This design comes from an exercise in tuning for small area and a short achievable clock period on the open sky130 flow, not from production work. In this exercise RTL edits were held to simulation tests only and were not proved equivalent to the original. No activity file was given, so power comes from the tool's default toggle rates.

--- design/flow/run.sh ---
#!/bin/bash
# synth_recipe.tcl (not shown) runs the flow's synth.tcl, then flattens the netlist and writes it again
# the make line also repeats each setting of config.mk as NAME=value (left out here)
make -C /OpenROAD-flow-scripts/flow DESIGN_CONFIG=/design/flow/config.mk WORK_HOME=/design/flow/orfs CLKGATE_MAP_FILE= SYNTH_SCRIPT=/design/flow/synth_recipe.tcl finish
--- design/flow/config.mk ---
export PLATFORM = sky130hd
export DESIGN_NAME = sc_cpu
export DESIGN_NICKNAME = sc_cpu
export VERILOG_FILES = /design/flow/design.v
export SDC_FILE = /design/flow/constraint.sdc
export NUM_CORES = 4
export LEC_CHECK = 0
export ABC_AREA = 1
export CAP_MARGIN = 20
export CORE_MARGIN = 2
export CORE_UTILIZATION = 40
export SLEW_MARGIN = 20
--- design/flow/constraint.sdc ---
create_clock -name core_clock -period 330.0 [get_ports {clk}]
set_input_delay 66.0000 -clock core_clock [delete_from_list [all_inputs] [get_ports {clk}]]
set_output_delay 66.0000 -clock core_clock [all_outputs]
set_load 0.01 [all_outputs]
--- design/flow/design.v ---
`timescale 1ns / 1ps
module div_0(
    input  [31:0] a,
    input  [31:0] b,
    output [31:0] yshang,
    output [31:0] yyushu
);
    wire [32:0] bhz;
    assign bhz[32] = 1'b1;
    genvar w;
    generate
        for (w = 31; w >= 0; w = w - 1) begin : hz
            assign bhz[w] = ~|b[31:w];
        end
    endgenerate
    wire [31:0] rem [0:32];
    assign rem[32] = 32'd0;
    genvar k;
    generate
        for (k = 31; k >= 0; k = k - 1) begin : st
            localparam W = 32 - k;
            wire [W-1:0] x;
            wire [W:0] d;
            if (W == 1) begin : w1
                assign x = a[k];
            end else begin : wn
                assign x = {rem[k+1][W-2:0], a[k]};
            end
            assign d = {1'b0, x} - {1'b0, b[W-1:0]};
            wire q = ~d[W] & bhz[W];
            assign yshang[k] = q;
            if (W == 32) begin : full
                assign rem[k] = q ? d[W-1:0] : x;
            end else begin : part
                assign rem[k] = {{(32-W){1'b0}}, (q ? d[W-1:0] : x)};
            end
        end
    endgenerate
    assign yyushu = rem[0];
endmodule
`timescale 1ns / 1ps
module alu(
    input reset,
    input clk,
    input sub,
    input [4:0] shamt,
    input [31:0] input1,
    input [31:0] input2,
    input [4:0] aluCtr,
    output reg [31:0] aluRes,
    output reg [31:0] hi,lo
);
    wire m_signed = (aluCtr == 5'b10100) | (aluCtr == 5'b11001);
    wire m_acc    = (aluCtr == 5'b11001) | (aluCtr == 5'b11110);
    wire m_sub    = m_acc & sub;
    wire [63:0] acc = {hi, lo} & {64{m_acc}};
    wire [63:0] msum;
    mulacc mac(.x(input1), .y(input2), .sgn(m_signed), .acc(acc ^ {64{m_sub}}), .res(msum));
    wire [63:0] mres = msum ^ {64{m_sub}};
    wire [31:0] yushu, shang;
    div_0 div(
        .a(input1),
        .b(input2),
        .yshang(shang),
        .yyushu(yushu)
    );
    wire as_sub = (aluCtr == 5'b00110) | (aluCtr == 5'b00011) |
                  (aluCtr == 5'b00111) | (aluCtr == 5'b01110);
    wire [32:0] asum;
    rca32 addsub(.a(input1), .b(input2 ^ {32{as_sub}}), .ci(as_sub), .s(asum[31:0]), .co(asum[32]));
    wire sltu = ~asum[32];
    wire slt  = (input1[31] ^ input2[31]) ? input1[31] : asum[31];
    wire [4:0] sh = (aluCtr == 5'b01011 || aluCtr == 5'b01100 || aluCtr == 5'b01101) ? input1[4:0] : shamt;
    wire sh_left  = (aluCtr == 5'b01000) | (aluCtr == 5'b01011);
    wire sh_arith = (aluCtr == 5'b01010) | (aluCtr == 5'b01101);
    reg [31:0] sin_r, shres;
    wire [32:0] sx = $signed({sh_arith & input2[31], sin_r}) >>> sh;
    integer j;
    always @(*) begin
        for (j = 0; j < 32; j = j + 1)
            sin_r[j] = sh_left ? input2[31-j] : input2[j];
        for (j = 0; j < 32; j = j + 1)
            shres[j] = sh_left ? sx[31-j] : sx[j];
    end
    wire [31:0] cin = (aluCtr == 5'b11010) ? ~input1 : input1;
    reg [5:0] lz;
    integer i;
    always @(*) begin
        lz = 6'd32;
        for (i = 0; i < 32; i = i + 1)
            if (cin[i]) lz = 31 - i;
    end
    always @(*) begin
        case (aluCtr)
            5'b00000: aluRes = input1 & input2;
            5'b00001: aluRes = input1 | input2;
            5'b00010: aluRes = asum[31:0];
            5'b00011: aluRes = asum[31:0];
            5'b00100: aluRes = input1 ^ input2;
            5'b00101: aluRes = ~(input1 | input2);
            5'b00110: aluRes = asum[31:0];
            5'b00111: aluRes = {31'd0, slt};
            5'b01000, 5'b01001, 5'b01010, 5'b01011, 5'b01100, 5'b01101: aluRes = shres;
            5'b01110: aluRes = {31'd0, sltu};
            5'b01111: aluRes = {input2[15:0], 16'd0};
            5'b10100, 5'b10101, 5'b11001, 5'b11110: aluRes = mres[31:0];
            5'b10110: aluRes = shang;
            5'b10111: aluRes = hi;
            5'b11000: aluRes = lo;
            5'b11010, 5'b11011: aluRes = {26'd0, lz};
            5'b11100, 5'b11101: aluRes = input1;
            default: aluRes = 32'd0;
        endcase
    end
    reg hlWE;
    reg [31:0] HI, LO;
    always @(*) begin
        hlWE = 1'b1;
        HI = hi;
        LO = lo;
        case (aluCtr)
            5'b10100, 5'b10101, 5'b11001, 5'b11110: begin HI = mres[63:32]; LO = mres[31:0]; end
            5'b10110: begin HI = yushu; LO = shang; end
            5'b11100: HI = input1;
            5'b11101: LO = input1;
            default: hlWE = 1'b0;
        endcase
    end
    always @(posedge clk or posedge reset) begin
        if (reset) begin
            hi <= 32'd0;
            lo <= 32'd0;
        end else if (hlWE) begin
            hi <= HI;
            lo <= LO;
        end
    end
endmodule
module mulacc(
    input [31:0] x,
    input [31:0] y,
    input sgn,
    input [63:0] acc,
    output [63:0] res
);
    wire [32:0] m = {sgn & x[31], x};
    wire [34:0] y2 = {{2{sgn & y[31]}}, y, 1'b0};    
    reg [63:0] rows [0:17];
    reg [63:0] negs;
    reg [33:0] e, xr;
    reg one, two, neg;
    integer j;
    always @(*) begin
        negs = 64'd0;
        for (j = 0; j < 17; j = j + 1) begin
            neg = y2[2*j+2];
            one = y2[2*j+1] ^ y2[2*j];
            two = (y2[2*j+2] & ~y2[2*j+1] & ~y2[2*j]) | (~y2[2*j+2] & y2[2*j+1] & y2[2*j]);
            e = one ? {m[32], m} : two ? {m, 1'b0} : 34'd0;
            xr = e ^ {34{neg}};
            rows[j] = {30'd0, ~xr[33], xr[32:0]} << (2*j);
            negs[2*j] = neg;
        end
    end
    localparam [63:0] K = 64'h5555_5556_0000_0000;   
    reg [63:0] cs, cc, ns, nc, add;
    always @(*) begin
        cs = acc;
        cc = negs | K;           
        for (j = 0; j < 17; j = j + 1) begin
            add = rows[j];
            ns = cs ^ cc ^ add;
            nc = ((cs & cc) | (cs & add) | (cc & add)) << 1;
            cs = ns;
            cc = nc;
        end
    end
    rca64 fin(.a(cs), .b(cc), .s(res));
endmodule
module rca64(
    input [63:0] a,
    input [63:0] b,
    output [63:0] s
);
    wire [64:0] c;
    assign c[0] = 1'b0;
    genvar i;
    generate
        for (i = 0; i < 64; i = i + 1) begin : fa
            assign s[i] = a[i] ^ b[i] ^ c[i];
            assign c[i+1] = (a[i] & b[i]) | (a[i] & c[i]) | (b[i] & c[i]);
        end
    endgenerate
endmodule
module rca32(
    input [31:0] a,
    input [31:0] b,
    input ci,
    output [31:0] s,
    output co
);
    wire [32:0] c;
    assign c[0] = ci;
    genvar i;
    generate
        for (i = 0; i < 32; i = i + 1) begin : fa
            assign s[i] = a[i] ^ b[i] ^ c[i];
            assign c[i+1] = (a[i] & b[i]) | (a[i] & c[i]) | (b[i] & c[i]);
        end
    endgenerate
    assign co = c[32];
endmodule
`timescale 1ns / 1ps
module aluctr(
input [4:0] ALUOp, 
input [5:0] funct, 
input [4:0] rt,
output reg [4:0]  ALUCtr,
output reg  jr,load2, nRW
);
    always @(*) begin
        casex({ALUOp, funct, rt}) 
                16'b00011xxxxxxxxxxx: begin  ALUCtr = 5'b00010; jr = 0; load2 = 0; nRW = 0; end 
                16'b00001xxxxxxxxxxx: begin  ALUCtr = 5'b00000; jr = 0; load2 = 0; nRW = 0; end 
                16'b00010xxxxxxxxxxx: begin  ALUCtr = 5'b00001; jr = 0; load2 = 0; nRW = 0; end 
                16'b00101xxxxxxxxxxx: begin  ALUCtr = 5'b00100; jr = 0; load2 = 0; nRW = 0; end 
                16'b10000xxxxxxxxxxx: begin  ALUCtr = 5'b01111; jr = 0; load2 = 0; nRW = 0; end 
                16'b00111xxxxxxxxxxx: begin  ALUCtr = 5'b00110; jr = 0; load2 = 0; nRW = 1; end 
                16'b00100xxxxxxxxxxx: begin  ALUCtr = 5'b00011; jr = 0; load2 = 0; nRW = 1; end 
                16'b01000xxxxxxxxxxx: begin  ALUCtr = 5'b00111; jr = 0; load2 = 0; nRW = 0; end 
                16'b01111xxxxxxxxxxx: begin  ALUCtr = 5'b01110; jr = 0; load2 = 0; nRW = 0; end 
                16'b10001xxxxxx00000: begin  ALUCtr = 5'b10000; jr = 0; load2 = 0; nRW = 1; end 
                16'b10001xxxxxx10000: begin  ALUCtr = 5'b10000; jr = 0; load2 = 1; nRW = 0; end 
                16'b10001xxxxxx00001: begin  ALUCtr = 5'b10011; jr = 0; load2 = 0; nRW = 1; end 
                16'b10001xxxxxx10001: begin  ALUCtr = 5'b10011; jr = 0; load2 = 1; nRW = 0; end 
                16'b10010xxxxxx00000: begin  ALUCtr = 5'b10001; jr = 0; load2 = 0; nRW = 1; end 
                16'b10011xxxxxx00000: begin  ALUCtr = 5'b10010; jr = 0; load2 = 0; nRW = 1; end 
                16'b00000100100xxxxx: begin  ALUCtr = 5'b00000; jr = 0; load2 = 0; nRW = 0; end 
                16'b00000100101xxxxx: begin  ALUCtr = 5'b00001; jr = 0; load2 = 0; nRW = 0; end 
                16'b00000100000xxxxx: begin  ALUCtr = 5'b00010; jr = 0; load2 = 0; nRW = 0; end 
                16'b00000100001xxxxx: begin  ALUCtr = 5'b00010; jr = 0; load2 = 0; nRW = 0; end 
                16'b00000100110xxxxx: begin  ALUCtr = 5'b00100; jr = 0; load2 = 0; nRW = 0; end 
                16'b00000100111xxxxx: begin  ALUCtr = 5'b00101; jr = 0; load2 = 0; nRW = 0; end 
                16'b00000100010xxxxx: begin  ALUCtr = 5'b00110; jr = 0; load2 = 0; nRW = 0; end 
                16'b00000100011xxxxx: begin  ALUCtr = 5'b00110; jr = 0; load2 = 0; nRW = 0; end 
                16'b00000101010xxxxx: begin  ALUCtr = 5'b00111; jr = 0; load2 = 0; nRW = 0; end 
                16'b00000101011xxxxx: begin  ALUCtr = 5'b01110; jr = 0; load2 = 0; nRW = 0; end 
                16'b00000000000xxxxx: begin  ALUCtr = 5'b01000; jr = 0; load2 = 0; nRW = 0; end 
                16'b00000000010xxxxx: begin  ALUCtr = 5'b01001; jr = 0; load2 = 0; nRW = 0; end 
                16'b00000000011xxxxx: begin  ALUCtr = 5'b01010; jr = 0; load2 = 0; nRW = 0; end 
                16'b00000000100xxxxx: begin  ALUCtr = 5'b01011; jr = 0; load2 = 0; nRW = 0; end 
                16'b00000000110xxxxx: begin  ALUCtr = 5'b01100; jr = 0; load2 = 0; nRW = 0; end 
                16'b00000000111xxxxx: begin  ALUCtr = 5'b01101; jr = 0; load2 = 0; nRW = 0; end 
                16'b00000001000xxxxx: begin  ALUCtr = 5'b00000; jr = 1; load2 = 0; nRW = 1; end  
                16'b00000001001xxxxx: begin  ALUCtr = 5'b00000; jr = 1; load2 = 1; nRW = 0;end  
                16'b11010000010xxxxx: begin  ALUCtr = 5'b10100; jr = 0; load2 = 0; nRW = 0; end 
                16'b00000011000xxxxx: begin  ALUCtr = 5'b10100; jr = 0; load2 = 0; nRW = 1; end 
                16'b00000011001xxxxx: begin  ALUCtr = 5'b10101; jr = 0; load2 = 0; nRW = 1; end 
                16'b00000011010xxxxx: begin  ALUCtr = 5'b10110; jr = 0; load2 = 0; nRW = 1; end 
                16'b00000011011xxxxx: begin  ALUCtr = 5'b10110; jr = 0; load2 = 0; nRW = 1; end 
                16'b00000010000xxxxx: begin  ALUCtr = 5'b10111; jr = 0; load2 = 0; nRW = 0; end 
                16'b00000010010xxxxx: begin  ALUCtr = 5'b11000; jr = 0; load2 = 0; nRW = 0; end 
                16'b11010000x00xxxxx: begin  ALUCtr = 5'b11001; jr = 0; load2 = 0; nRW = 1; end 
                16'b1101010000100000: begin  ALUCtr = 5'b11010; jr = 0; load2 = 0; nRW = 0; end 
                16'b1101010000000000: begin  ALUCtr = 5'b11011; jr = 0; load2 = 0; nRW = 0; end 
                16'b00000010001xxxxx: begin  ALUCtr = 5'b11100; jr = 0; load2 = 0; nRW = 1; end 
                16'b00000010011xxxxx: begin  ALUCtr = 5'b11101; jr = 0; load2 = 0; nRW = 1; end 
                16'b11010000x01xxxxx: begin  ALUCtr = 5'b11110; jr = 0; load2 = 0; nRW = 1; end 
                default: begin  ALUCtr = 5'b11111; jr = 0; load2 = 0; nRW = 0; end
        endcase
    end
endmodule
`timescale 1ns / 1ps
module ctr(
    input [5:0] opCode, 
    output reg regDst, 
    output reg aluSrc, 
    output reg memToReg, 
    output reg regWrite, 
    output reg memWrite, 
    output reg branch,
    output reg ExtOp,  
    output reg load, 
    output reg jmp,
    output reg[4:0] aluop 
);
    always@(*) begin
        case(opCode)
            6'b000000: begin
                regDst = 1;  aluSrc = 0; memToReg = 0;
                regWrite = 1;memWrite = 0;
                branch = 0; jmp = 0; load = 0; ExtOp=0;
                aluop = 5'b00000;  
                end
            6'b001000: begin
                regDst = 0;  aluSrc = 1; memToReg = 0;
                regWrite = 1; memWrite = 0;
                branch = 0; jmp = 0;load = 0; ExtOp = 1;
                aluop = 5'b00011;
                end  
            6'b001001:begin 
                regDst = 0;  aluSrc = 1; memToReg = 0;
                regWrite = 1; memWrite = 0;
                branch = 0; jmp = 0; load = 0; ExtOp = 0;
                aluop = 5'b00011;
                end  
            6'b001100: begin
                regDst = 0;  aluSrc = 1; memToReg = 0;
                regWrite = 1; memWrite = 0; 
                branch = 0; jmp = 0; load = 0; ExtOp = 1;
                aluop = 5'b00001; 
                end  
            6'b001101: begin
                regDst = 0;  aluSrc = 1; memToReg = 0;
                regWrite = 1; memWrite = 0; 
                branch = 0;jmp = 0; load = 0; ExtOp = 1;
                aluop = 5'b00010; 
                end  
            6'b001110: begin
                regDst = 0;  aluSrc = 1; memToReg = 0;
                regWrite = 1; memWrite = 0; 
                branch = 0; jmp = 0; load = 0; ExtOp = 1;
                aluop = 5'b00101; 
                end  
            6'b001111: begin
                regDst = 0;  aluSrc = 1; memToReg = 0;
                regWrite = 1; memWrite = 0; 
                branch = 0; jmp = 0; load = 0; ExtOp = 0;
                aluop = 5'b10000; 
                end  
            6'b100011: begin
                regDst = 0;  aluSrc = 1; memToReg = 1;
                regWrite = 1;  memWrite = 0; 
                branch = 0; jmp = 0; load = 0; ExtOp = 1;
                aluop = 5'b00011;
                end  
            6'b100000: begin
                regDst = 0;  aluSrc = 1; memToReg = 1;
                regWrite = 1;  memWrite = 0; 
                branch = 0; jmp = 0; load = 0; ExtOp = 1;
                aluop = 5'b00011;
                end  
            6'b100100: begin
                regDst = 0;  aluSrc = 1; memToReg = 1;
                regWrite = 1;  memWrite = 0; 
                branch = 0; jmp = 0; load = 0; ExtOp = 1;
                aluop = 5'b00011;
                end  
            6'b100001: begin
                regDst = 0;  aluSrc = 1; memToReg = 1;
                regWrite = 1;  memWrite = 0; 
                branch = 0; jmp = 0; load = 0; ExtOp = 1;
                aluop = 5'b00011;
                end  
            6'b100101: begin
                regDst = 0;  aluSrc = 1; memToReg = 1;
                regWrite = 1;  memWrite = 0; 
                branch = 0; jmp = 0; load = 0; ExtOp = 1;
                aluop = 5'b00011;
                end  
            6'b101011: begin
                regDst = 0;  aluSrc = 1;  memToReg = 0;
                regWrite = 0; memWrite = 1; 
                branch = 0; jmp = 0; load = 0; ExtOp = 1;
                aluop = 5'b00011; 
                end  
            6'b101001: begin
                regDst = 0;  aluSrc = 1;  memToReg = 0;
                regWrite = 0; memWrite = 1; 
                branch = 0; jmp = 0; load = 0; ExtOp = 1;
                aluop = 5'b00011; 
                end  
            6'b101000: begin
                regDst = 0;  aluSrc = 1;  memToReg = 0;
                regWrite = 0; memWrite = 1; 
                branch = 0; jmp = 0; load = 0; ExtOp = 1;
                aluop = 5'b00011; 
                end  
            6'b000100: begin
                regDst = 0;  aluSrc = 0;  memToReg = 0;
                regWrite = 0; memWrite = 0; 
                branch = 1; jmp = 0; load = 0; ExtOp = 1;
                aluop = 5'b00111; 
                end  
            6'b000101: begin
                regDst = 0;  aluSrc = 0;  memToReg = 0;
                regWrite = 0; memWrite = 0; 
                branch = 1; jmp = 0; load = 0; ExtOp = 1;
                aluop = 5'b00100; 
                end  
            6'b001010: begin
                regDst = 0;  aluSrc = 1; memToReg = 0;
                regWrite = 1; memWrite = 0; 
                branch = 0; jmp = 0; load = 0; ExtOp = 1;
                aluop = 5'b01000; 
                end  
            6'b001011: begin
                regDst = 0;  aluSrc = 1; memToReg = 0;
                regWrite = 1; memWrite = 0; 
                branch = 0; jmp = 0; load = 0; ExtOp = 0;
                aluop = 5'b01111; 
                end  
            6'b000010: begin
                regDst = 0;  aluSrc = 0; memToReg = 0;
                regWrite = 0; memWrite = 0; 
                jmp = 1; branch = 0; load = 0; ExtOp=0;
                aluop = 5'b00000;
                end  
            6'b000011: begin
                regDst = 1;  aluSrc = 0; memToReg = 0;
                regWrite = 1; memWrite = 0; 
                jmp = 1; branch = 0; load = 1; ExtOp=0;
                aluop = 5'b00000;
                end 
            6'b011100: begin
                regDst = 1;  aluSrc = 0; memToReg = 0;
                regWrite = 1; memWrite = 0;
                branch = 0; jmp = 0; load = 0; ExtOp=0;
                aluop = 5'b11010;  
                end  
            6'b000001: begin
                regDst = 1;  aluSrc = 0; memToReg = 0;
                regWrite = 1;  memWrite = 0; 
                branch = 1;  jmp = 0; load = 0; ExtOp = 1;
                aluop = 5'b10001;
                end  
            6'b000110: begin
                regDst = 1;  aluSrc = 0; memToReg = 0;
                regWrite = 0;  memWrite = 0; 
                branch = 1;  jmp = 0; load = 0; ExtOp = 1;
                aluop = 5'b10010;
                end  
            6'b000111: begin
                regDst = 1;  aluSrc = 0; memToReg = 0;
                regWrite = 0;  memWrite = 0; 
                branch = 1;  jmp = 0; load = 0;  ExtOp = 1;
                aluop = 5'b10011;
                end  
            6'b011100: begin
                regDst = 1;  aluSrc = 0; memToReg = 0;
                regWrite = 0; memWrite = 0;
                branch = 0; jmp = 0; load = 0; ExtOp=0;
                aluop = 5'b11010;  
                end  
            default: begin
                regDst = 0;  aluSrc = 0; memToReg = 0;
                regWrite = 0; memWrite = 0; 
                branch = 0; jmp = 0; load = 0; ExtOp = 0; 
                aluop = 5'b11111;
                end 
        endcase 
    end
endmodule
`timescale 1ns / 1ps
module next_pc(
input branch,
input jmp,
input jr,
input [31:0] pc_Add4,
input [31:0] rs,
input [31:0] rt,
input [31:0] instruction,
output [31:0] next_pc
);
    wire [5:0] op = instruction[31:26];
    wire [4:0] rtf = instruction[20:16];
    wire eq = (rs == rt);
    wire neg = rs[31];
    wire zero = ~|rs;
    reg taken;
    always @(*) begin
        case (op)
            6'b000100: taken = eq;
            6'b000101: taken = ~eq;
            6'b000001: taken = (rtf == 5'b00000 || rtf == 5'b10000) ? neg :
                               (rtf == 5'b00001 || rtf == 5'b10001) ? ~neg : 1'b0;
            6'b000110: taken = (rtf == 5'b00000) & (neg | zero);
            6'b000111: taken = (rtf == 5'b00000) & ~neg & ~zero;
            default:   taken = 1'b0;
        endcase
    end
    wire [31:0] branch_Addr;
    wire bco;
    rca32 badd(.a(pc_Add4), .b({{14{instruction[15]}}, instruction[15:0], 2'b00}), .ci(1'b0), .s(branch_Addr), .co(bco));
    wire [31:0] J_Addr = jr ? rs : {pc_Add4[31:28], instruction[25:0], 2'b00};
    assign next_pc = (jmp | jr) ? J_Addr : (branch & taken) ? branch_Addr : pc_Add4;
endmodule
module pc_count(
    input [31:0] next_pc,
    input clk,
    input reset,
    output reg [31:0] pc
);
    always@(posedge clk or posedge reset)begin
        if(reset)
        pc<=32'h00000000;
        else
        pc<=next_pc;
    end
endmodule
`timescale 1ns / 1ps
module signext(
input [15:0] inst,  
input  ExtOp,
output [31:0] data  
);
 assign data= inst[15:15]&ExtOp?{16'hffff,inst}:{16'h0000,inst}; 
endmodule
`timescale 1ns / 1ps
module RegFile
    #(parameter ADDR = 5,
    parameter NUMB = 1<<ADDR,
    parameter SIZE = 32)
(   input Clk,
    input Clr,
    input Write_Reg,
    input [ADDR-1:0] R_Addr_A,
    input [ADDR-1:0] R_Addr_B,
    input [ADDR-1:0] W_Addr,
    input [SIZE-1:0] W_Data,
    output [SIZE-1:0] R_Data_A,
    output [SIZE-1:0] R_Data_B
);
    reg [SIZE*NUMB-1:0] REG_Files;
    reg [NUMB-1:0] valid;
    genvar g;
    generate
        for (g = 0; g < NUMB; g = g + 1) begin : regs
            always @(posedge Clk) begin
                if (Write_Reg && W_Addr == g)
                    REG_Files[g*SIZE +: SIZE] <= W_Data;
            end
            always @(posedge Clk or posedge Clr) begin
                if (Clr)
                    valid[g] <= 1'b0;
                else if (Write_Reg && W_Addr == g)
                    valid[g] <= 1'b1;
            end
        end
    endgenerate
    wire [NUMB-1:0] selA = valid & ({{(NUMB-1){1'b0}}, 1'b1} << R_Addr_A);
    wire [NUMB-1:0] selB = valid & ({{(NUMB-1){1'b0}}, 1'b1} << R_Addr_B);
    reg [SIZE-1:0] ra, rb;
    integer r;
    always @(*) begin
        ra = {SIZE{1'b0}};
        rb = {SIZE{1'b0}};
        for (r = 0; r < NUMB; r = r + 1) begin
            ra = ra | (REG_Files[r*SIZE +: SIZE] & {SIZE{selA[r]}});
            rb = rb | (REG_Files[r*SIZE +: SIZE] & {SIZE{selB[r]}});
        end
    end
    assign R_Data_A = ra;
    assign R_Data_B = rb;
endmodule
module DM_unit(
    input Wr,
    input sign,
    input [1:0] mode,
    input [7:0] DMAdr,
    input [31:0] wd,
    output reg [31:0] rd,
    output [7:0] dmem_addr,
    output dmem_we,
    output reg [3:0] dmem_be,
    output [31:0] dmem_wdata,
    input [31:0] dmem_rdata
    );
    wire [31:0] target;
    assign target = dmem_rdata;
    assign dmem_addr = DMAdr;
    always@(*)begin
        casex(mode)
            2'b00: begin rd={{24{sign & target[7]}}, target[7:0]};  end
            2'b01: begin rd={{16{sign & target[15]}}, target[15:0]};  end
            2'b1x: begin rd=target; end
            default: begin rd=target; end
        endcase
    end
    assign dmem_we = Wr;
    assign dmem_wdata = wd;
    always@(*)begin
        casex(mode)
            2'b00: dmem_be = 4'b0001;
            2'b01: dmem_be = 4'b0011;
            2'b1x: dmem_be = 4'b1111;
            default: dmem_be = 4'b1111;
        endcase
    end
 endmodule
`timescale 1ns / 1ps
module sc_cpu(
    input clk,
    input reset,                     
    output [31:0] imem_addr,         
    input  [31:0] imem_data,         
    output [7:0]  dmem_addr,         
    output        dmem_we,
    output [3:0]  dmem_be,           
    output [31:0] dmem_wdata,
    input  [31:0] dmem_rdata,        
    output reg        rf_we,         
    output reg [4:0]  rf_waddr,      
    output reg [31:0] rf_wdata
);
    wire [31:0] PC;
    wire [31:0] aluRes;
    wire [31:0] instruction;
    wire [31:0] next_pc, hi, lo;
    wire [31:0] pc_Add4;
    wire [30:0] pinc;
    assign pinc[0] = 1'b1;
    genvar pi;
    generate
        for (pi = 0; pi < 30; pi = pi + 1) begin : inc
            assign pc_Add4[pi+2] = PC[pi+2] ^ pinc[pi];
            assign pinc[pi+1] = PC[pi+2] & pinc[pi];
        end
    endgenerate
    assign pc_Add4[1:0] = PC[1:0];
    wire reg_dst, alu_src, memtoreg, regwrite, regwrite2, memWrite, branch, ExtOp, jmp, jr, nRW, load, load2, ld;
    wire [4:0] aluop, aluCtr;
    wire [31:0] memReadData;
    wire [31:0] expand;
    wire [4:0] regWriteAddr;
    wire [31:0] regWriteData;
    wire [31:0] RsData, RtData;
    wire [31:0] oprand2;
    assign instruction = imem_data;
    assign imem_addr = PC;
    assign ld = load | load2;
    assign regwrite = regwrite2 & ~nRW;
    assign regWriteAddr = (reg_dst ? instruction[15:11] : instruction[20:16]) | {5{ld}};
    assign regWriteData = ld ? pc_Add4 : memtoreg ? memReadData : aluRes;
    assign oprand2 = alu_src ? expand : RtData;
    wire [7:0] mem_addr = RsData[7:0] + instruction[7:0];
    always @(posedge clk or posedge reset) begin
        if (reset) begin
            rf_we <= 1'b0;
            rf_waddr <= 5'd0;
            rf_wdata <= 32'd0;
        end else begin
            rf_we <= regwrite;
            rf_waddr <= regWriteAddr;
            rf_wdata <= regWriteData;
        end
    end
    pc_count pcCount(
        .next_pc(next_pc),
        .clk(clk),
        .reset(reset),
        .pc(PC)
    );
    next_pc nextPC(
        .branch(branch),
        .jmp(jmp),
        .jr(jr),
        .pc_Add4(pc_Add4),
        .rs(RsData),
        .rt(RtData),
        .instruction(instruction),
        .next_pc(next_pc)
    );
    ctr mainctr(
        .opCode(instruction[31:26]),
        .regDst(reg_dst),
        .aluSrc(alu_src),
        .memToReg(memtoreg),
        .regWrite(regwrite2),
        .memWrite(memWrite),
        .branch(branch),
        .ExtOp(ExtOp),
        .load(load),
        .jmp(jmp),
        .aluop(aluop)
    );
    signext signext1(
        .inst(instruction[15:0]),
        .ExtOp(ExtOp),
        .data(expand)
    );
    RegFile regfile(
        .Clr(reset),
        .Clk(clk),
        .R_Addr_A(instruction[25:21]),
        .R_Addr_B(instruction[20:16]),
        .W_Addr(regWriteAddr),
        .W_Data(regWriteData),
        .Write_Reg(regwrite),
        .R_Data_A(RsData),
        .R_Data_B(RtData)
    );
    aluctr aluctr1(
        .ALUOp(aluop),
        .funct(instruction[5:0]),
        .rt(instruction[20:16]),
        .ALUCtr(aluCtr),
        .jr(jr),
        .load2(load2),
        .nRW(nRW)
    );
    alu alu_hilo(
        .reset(reset),
        .clk(clk),
        .sub(instruction[2]),
        .shamt(instruction[10:6]),
        .input1(RsData),
        .input2(oprand2),
        .aluCtr(aluCtr),
        .aluRes(aluRes),
        .hi(hi),
        .lo(lo)
    );
    DM_unit dm(
        .Wr(memWrite),
        .DMAdr(mem_addr),
        .mode(instruction[27:26]),
        .sign(!instruction[28]),
        .wd(RtData),
        .rd(memReadData),
        .dmem_addr(dmem_addr),
        .dmem_we(dmem_we),
        .dmem_be(dmem_be),
        .dmem_wdata(dmem_wdata),
        .dmem_rdata(dmem_rdata)
    );
endmodule
==> results.yml <==
outcome:
  run_status: "complete, no violations"
final_layout:
  area_growth_pct: 11.0
  fill_cells: 30500
  drive_gt1_frac: 0.0871
  nNetsFinal: 17000
  instances_no_fill: 19700
critical_path:
  worstSetupPathDepth: 615
  cp-endpoint: "regfile.REG_Files[864]"
  crit-reg2reg-launch: "regfile.valid[14]"
  startpoint_type: "input port"
  worstSetupStartpoint: "imem_data[16]"
  cpPeakStageDelay_ns: 0.94
  end_kind: "flop"
  critical-path-top-delay-family: "compound AO/OA/AOI/OAI gates"
  reg2reg_setup_slack_ns: 231.00
  cp_data_arrival_time_ns: 165.66
  worst_path_most_repeated_cell: "sky130_fd_sc_hd__a21oi_1"
  number_of_buffers_and_inverters_on_the_critical_path: 69
  worstReg2RegEnd: "regfile.REG_Files[864]"
  critPathMaxFanout: 49
  worst_r2r_path_depth: 613
  crit_path_top_delay_cell: "sky130_fd_sc_hd__clkdlybuf4s50_1"
  setup_cp_type: "input port to flop"
  endpoint_required_time_on_the_critical_path_ns: 330.62
synthesis:
  synthMostInstantiatedCell: "sky130_fd_sc_hd__nand2_1"
  synthTopCellsByCount: "sky130_fd_sc_hd__nand2_1 (3200), sky130_fd_sc_hd__inv_1 (1567), sky130_fd_sc_hd__o21ai_0 (1548), sky130_fd_sc_hd__nor2_1 (1026), sky130_fd_sc_hd__edfxtp_1 (1024)"
  synth_top_cell_area_share: 0.251
  seq_area_frac_synth: 0.285
  synth_area_leader_cell: "sky130_fd_sc_hd__edfxtp_1"
  syn_nets: 16900
  synth_flop_cell: "sky130_fd_sc_hd__edfxtp_1"
  synth.ff_latch_count: 1190
  async_flop_share: 0.139
  syn-instance-count: 15200
  synthDistinctLibCells: 86
  syn_avg_cell_area_um2: 8.05
  synth_enable_flop_cells: 1024
  mappedNetlistArea_mm2: 0.123
  synth.top_cells.by_area: "sky130_fd_sc_hd__edfxtp_1 (25%), sky130_fd_sc_hd__fa_1 (11%), sky130_fd_sc_hd__nand2_1 (9.8%)"
  yosysWarningCount: 11
pwr:
  power.clock.total_w: 0.000170
  power.group.top: "combinational cells"
  power.density_cell_area_mw_per_mm2: 138
  switching_share: 0.560
  power.sequential.total_w: 0.000283
  power.combinational.total_w: 0.0184
  p_leak_nw: 59.3
  p_clk_frac: 0.009
  seqPwrFrac: 0.015
  combinationalPowerShare: 0.976
  vdd_ir_drop_max_mv: 1.39
  cellInternalPower_w: 0.00827
  power_switching_w: 0.0105
clocking:
  cts_resized: 0
  tritoncts: "yes"
  cts_setup_buffers: 0
  tritoncts.num_buffers: 147
  cts-hold-fix-buffers: 0
  htree_levels: 4
  clk_pin_slew_worst_setup_hold_paths_ns: 0.06
  clk-insertion-delay-late_ns: 0.90
  cts.sinks: 1190
  ctsRootBufferMaster: "sky130_fd_sc_hd__clkbuf_16"
  cts.path.max_buffers: 4
worst_hold_path:
  whs_endpoint: "regfile.valid[9]"
  hold_class: "flop to flop"
  whs_path_depth: 2
  hold_path.startpoint: "regfile.valid[9]"
place:
  port_buffers: 179
  routability_congestion: 1.10
  placed_cells: 19300
  dp.final_hpwl_mm: 482
detailed_routing:
  post_drt_via_cell_ratio: 6.40
  detailedRoute.firstIterationViolations: 20600
  final_antenna_net_count: 0
  finalWirelength_mm: 693
  routedWlPerCell_um: 35.2
  firstDrtPassIters: 8
  post-route-drc-count: 0
  via_count: 126000
grt:
  global_route.usage.met2: 0.628
  overflow: 0
  groute.layer.met3.usage: 0.202
  wire_length_of_the_first_global_routing_pass_mm: 941
  antenna_violations_before_repair: 113
  groute.usage.overall: 0.437
  grt_pass1_vias: 117000
  grt_most_used_layer: "met2"
  grt_max_degree: 89
  grt_util_met1: 0.468
sta:
  grt_setup_unrepaired: "no"
  clock_tree_skew_after_final_layout_ns: 0.0863
  hold_viol_final: 0
  maximum_operating_frequency_ghz: 0.00606
  final.setup.tns_ns: 0
  timing.final.crit_period_ns: 165.04
  fin_crit_sh: 0.500
  timing_max_transition_violations_final: 0
  slew_headroom: 0.124
  tightest_slew_ns: 1.31
  setup_viol_count_final: 0
job:
  max_cap_violations: 0
floorplanning:
  placementRows: 203
  die_height_um: 558
  io_pins: 181
  design.die.area_mm2: 0.311
  floorplan.initialDensity: 0.401
  die_w_um: 558
  core-area_mm2: 0.306
cells by family after synthesis:
family                   count (synthesis)  share of synthesized area
AO/OA/AOI/OAI                         3296                      0.156
XOR/XNOR                              1008                     0.0720
adder cells (fa/ha/maj)               1591                      0.204
buffers and inverters                 2430                     0.0807
flip-flops                            1190                      0.285
multiplexers                             7                   0.000571
other                                    1                  0.0000306
AND/OR/NAND/NOR                       5710                      0.202
cells in the final DEF, fill, tap and decap left out, types with 149 or more instances in the layout:
cell / n
sky130_fd_sc_hd__nand2_1: 3187
sky130_fd_sc_hd__inv_1: 1553
sky130_fd_sc_hd__o21ai_0: 1544
sky130_fd_sc_hd__edfxtp_1: 1024
sky130_fd_sc_hd__nor2_1: 965
sky130_fd_sc_hd__ha_1: 905
sky130_fd_sc_hd__xor2_1: 843
sky130_fd_sc_hd__a21oi_1: 755
sky130_fd_sc_hd__nand3_1: 694
sky130_fd_sc_hd__fa_1: 685
sky130_fd_sc_hd__buf_4: 516
sky130_fd_sc_hd__nand4_1: 254
sky130_fd_sc_hd__clkdlybuf4s50_1: 176
sky130_fd_sc_hd__dfrtp_1: 165
sky130_fd_sc_hd__xnor2_1: 163
sky130_fd_sc_hd__clkbuf_16: 149
cell type report:
cell class              instances  area [um2]  area share
clock buffers                 180        3880      0.0285
clock inverters                73         880     0.00646
flip-flops and latches       1190       34900       0.256
diodes                        134         335     0.00246
well taps                    4100        5130      0.0377
inverters                    1667        6280      0.0461
repair buffers                707        5910      0.0434
multi-input cells           11600       78800       0.579
sequential cells by signal, summed over array words and instances, names as in the netlist:
| name | count |
|---|---|
| alu_hilo.lo | 32 |
| rf_wdata | 32 |
| rf_waddr | 5 |
| pcCount.pc | 32 |
| regfile.REG_Files | 1024 |
| alu_hilo.hi | 32 |
| rf_we | 1 |
| regfile.valid | 32 |
through the flow:
stage          cell area [um2]  power [W]   util  setup WS (ns)  hold WS [ns]
3_3_place_gp            131000     0.0180  0.428         167.34         0.472
3_5_place_dp            131000     0.0182  0.428         165.89         0.478
5_1_grt                 136000     0.0208  0.445         153.31         0.529
2_1_floorplan           123000     0.0133      -         183.92         0.439
6_report                136000     0.0188  0.446         164.96         0.499
4_1_cts                 136000     0.0184  0.444         166.42         0.495
routing by layer:
layer	wire length, um	share of wire	up-vias
li1	-	-	51800
met1	224000	0.32	59100
met2	283000	0.41	10900
met3	99900	0.14	3929
met4	84100	0.12	83
met5	1510	0.0022	-

separate check: timing with driven ports:
How much do the figures lean on ideal ports? The routed layout below was timed once more, with nothing changed but the port constraints. Step 1 (the two cells are an assumption about what drives the block):
set clk [get_ports {clk}]
set_driving_cell -lib_cell sky130_fd_sc_hd__clkbuf_16 $clk
set_driving_cell -lib_cell sky130_fd_sc_hd__buf_2 [delete_from_list [all_inputs] $clk]
Step 2 adds t to the input delays and takes it off the output delays; t is the mean of the earliest and latest rising clock arrival at the registers after step 1. Input paths then give back, and output paths get back, about the clock's delay inside the block. Slacks: no drivers / after step 1 / after step 2; pairs: no drivers / after step 1.
shift t [ns]: 0.950
slack for setup (ns): 164.960 / 165.011 / 164.061
slew at the worst register clock pin (ns): 0.08 / 0.08
After both steps this run still meets setup and hold. For this run, drivers alone change the setup slack by +0.051 ns; drivers and shift together by -0.899 ns.
